This design comes from an exercise in tuning for small area on the open sky130 flow, not from production work. In this exercise RTL edits were held to simulation tests only and were not proved equivalent to the original. No driver is modelled on the clock port, so clocking that relies on it looks cheaper here than on a real chip. Power figures rest on the tool's default switching activity, not on a simulated workload.

Design top_module1, start of the top module:
module top_module1(clk_i, rst, h_sync, v_sync, red_o, green_o, blue_o, x_in, y_in, ps2clk, ps2data, ld1);
Size in the first run: roughly 2000 cells after synthesis, ~180 flip-flops, ~21 I/O pins, about 0.013 mm^2 of cells after synthesis.
export LEC_CHECK = 0
export CAP_MARGIN = 20
export CORE_MARGIN = 2
export CORE_UTILIZATION = 65
export SLEW_MARGIN = 20
create_clock -name core_clock -period 20.0 [get_ports {clk_i}]
standard.sh (not shown) runs the stock make flow with config.mk's settings and CLKGATE_MAP_FILE= SYNTH_SCRIPT=/design/flow/synth_recipe.tcl, a recipe that flattens the netlist after the stock synthesis.
==> flow/flow/run.sh <==
#!/bin/bash
# Own layout flow: the standard flow (standard.sh), with these changes:
# - synthesis leaves adders to ABC (no full/half adder extraction) and maps
#   the combinational logic with an area-oriented ABC script (flow/area.abc)
#   instead of ORFS's delay-oriented one; the registers, their names and
#   cells are those of the standard synthesis (ABC maps only the logic
#   between them);
# - the port buffers are the smallest buffer cell;
# - clock tree synthesis inserts no dummy loads.
set -euo pipefail
W=$(pwd)
export OWN_ABC_SCRIPT="$W/flow/area.abc"
export BUFFER_PORTS_ARGS="-buffer_cell sky130_fd_sc_hd__buf_1"
export CTS_ARGS="-sink_clustering_enable -repair_clock_nets -dont_use_dummy_load -root_buf sky130_fd_sc_hd__clkbuf_16 -buf_list sky130_fd_sc_hd__clkbuf_8"
# The standard flow's synthesis script, with every abc call given the script above
{
  echo 'proc abc {args} {'
  echo '  set i [lsearch -exact $args -script]'
  echo '  if {$i >= 0} { lset args [expr {$i + 1}] $::env(OWN_ABC_SCRIPT) }'
  echo '  yosys abc {*}$args'
  echo '}'
  cat "$W/synth_recipe.tcl"
} > "$W/own_synth.tcl"
sed -E -e "s#SYNTH_SCRIPT=[^ ]*synth_recipe\.tcl'?#SYNTH_SCRIPT=$W/own_synth.tcl ADDER_MAP_FILE=#" \
  "$W/standard.sh" > "$W/own_standard.sh"
grep -q "SYNTH_SCRIPT=$W/own_synth.tcl ADDER_MAP_FILE=" "$W/own_standard.sh"
bash "$W/own_standard.sh" > "$W/own_flow.log" 2>&1
cp "$W"/orfs/logs/*/top_module1/base/1_2_yosys.log "$W/yosys.log" 2>/dev/null || true
cp "$W"/orfs/logs/*/top_module1/base/4_1_cts.log "$W/cts.log" 2>/dev/null || true
==> flow/flow/area.abc <==
strash
balance -l
resub -K 6 -l
rewrite -l
resub -K 6 -N 2 -l
refactor -l
resub -K 8 -l
balance -l
resub -K 8 -N 2 -l
rewrite -l
resub -K 10 -l
rewrite -z -l
resub -K 10 -N 2 -l
balance -l
resub -K 12 -l
refactor -z -l
resub -K 12 -N 2 -l
rewrite -z -l
balance -l
&get -n
&deepsyn -T 60
&put
balance -l
resub -K 6 -l
rewrite -l
resub -K 6 -N 2 -l
refactor -l
resub -K 8 -l
balance -l
resub -K 8 -N 2 -l
rewrite -l
resub -K 10 -l
rewrite -z -l
resub -K 10 -N 2 -l
balance -l
resub -K 12 -l
refactor -z -l
resub -K 12 -N 2 -l
rewrite -z -l
balance -l
dch -f
amap
topo
The first run completed without violations.
Then changed:
--- a/flow/flow/run.sh
+++ b/flow/flow/run.sh
@@ -7,5 +7,6 @@
 #   between them);
 # - the port buffers are the smallest buffer cell;
-# - clock tree synthesis inserts no dummy loads.
+# - clock tree synthesis inserts no dummy loads and uses clkbuf_8 below a
+#   clkbuf_16 root.
 set -euo pipefail
 W=$(pwd)
--- a/flow/flow/area.abc
+++ b/flow/flow/area.abc
@@ -19,5 +19,5 @@
 balance -l
 &get -n
-&deepsyn -T 60
+&deepsyn -T 150
 &put
 balance -l
Outcome: First-iteration DRC count grows by 73%. Setup slack improves by 2400 ps. Sequential power hardly moves. Non-clock buffer count shrinks by 11. Synthesized area shrinks by 1.0%.
Then changed:
--- a/flow/flow/run.sh
+++ b/flow/flow/run.sh
@@ -7,11 +7,10 @@
 #   between them);
 # - the port buffers are the smallest buffer cell;
-# - clock tree synthesis inserts no dummy loads and uses clkbuf_8 below a
-#   clkbuf_16 root.
+# - clock tree synthesis inserts no dummy loads.
 set -euo pipefail
 W=$(pwd)
 export OWN_ABC_SCRIPT="$W/flow/area.abc"
 export BUFFER_PORTS_ARGS="-buffer_cell sky130_fd_sc_hd__buf_1"
-export CTS_ARGS="-sink_clustering_enable -repair_clock_nets -dont_use_dummy_load -root_buf sky130_fd_sc_hd__clkbuf_16 -buf_list sky130_fd_sc_hd__clkbuf_8"
+export CTS_ARGS="-sink_clustering_enable -repair_clock_nets -dont_use_dummy_load -buf_list sky130_fd_sc_hd__clkbuf_16"
 # The standard flow's synthesis script, with every abc call given the script above
 {
--- a/flow/flow/area.abc
+++ b/flow/flow/area.abc
@@ -19,5 +19,5 @@
 balance -l
 &get -n
-&deepsyn -T 150
+&deepsyn -T 60
 &put
 balance -l
Result: Die area came out higher by 1.0%. Worst setup slack degrades by 2500 ps. First-iteration DRC count came out lower by 44%. Utilization is higher by 1.7 points. Combinational power fell by 6.0%. Via count falls by 2.8%. Clock power is higher by 36%. Sequential power stays flat. Power increases by 11%. Maximum frequency falls by 14%. Sequential share of layout area shrinks by 0.85 points.
Then changed:
- CAP_MARGIN: 20 -> 0
- SLEW_MARGIN: 20 -> 0
Global-route usage does not change.
Cell count stays the same.
Power stays flat.
Synthesized area does not change.
Die area does not change.
Wire length goes down by 0.32%.
Worst setup slack gets better by 15 ps.
Design area hardly moves.
Utilization is about the same.
Clock power barely changes.
Then changed:
--- a/flow/flow/area.abc
+++ b/flow/flow/area.abc
@@ -19,5 +19,5 @@
 balance -l
 &get -n
-&deepsyn -T 60
+&deepsyn -T 150
 &put
 balance -l
- CAP_MARGIN: 0 -> 20
- SLEW_MARGIN: 0 -> 20
=> First-iteration DRC count went up by about 80%; routed wire length went up by about 15%; design area shrinks by 1.6%; utilization went down by 0.69 points; non-clock buffer count went down by 11; setup slack gains 2400 ps.

[static timing again, ports no longer ideal]
No port has a modelled driver above. Below, the same layouts with a new extraction and two added sets of constraints. Step 1 sets driving cells, clkbuf_16 on the clock port and buf_2 on the other inputs (assumed; they add their load-dependent delay and slew). Step 2, shift: input delay + t, output delay - t, t = (earliest + latest rising clock arrival at the registers) / 2. This alone moves slack from input paths to output paths. Three values: ideal, step 1, step 2; two values: the first two.
| run | shift t [ns] | setup WS [ns] | worst hold slack (ns) | worst setup path after step 2 | worst register clock-pin slew, ns |
|---|---|---|---|---|---|
| the first run | 0.446 | 1.885 / 1.910 / 1.464 | 0.439 / 0.439 / 0.439 | input to register | 0.10 / 0.10 |
| the second run | 0.441 | 4.306 / 4.333 / 3.892 | 0.455 / 0.455 / 0.455 | input to register | 0.12 / 0.12 |
| the third run | 0.477 | 1.847 / 1.872 / 1.395 | 0.444 / 0.444 / 0.444 | input to register | 0.08 / 0.08 |
| the fourth run | 0.477 | 1.863 / 1.887 / 1.410 | 0.444 / 0.444 / 0.444 | input to register | 0.08 / 0.08 |
| the fifth run | 0.487 | 4.291 / 4.322 / 3.835 | 0.452 / 0.452 / 0.452 | input to register | 0.08 / 0.08 |
After both steps every run listed still meets setup and hold. For the fifth run, which loses most, drivers alone change the setup slack by +0.031 ns; drivers and shift together by -0.456 ns.
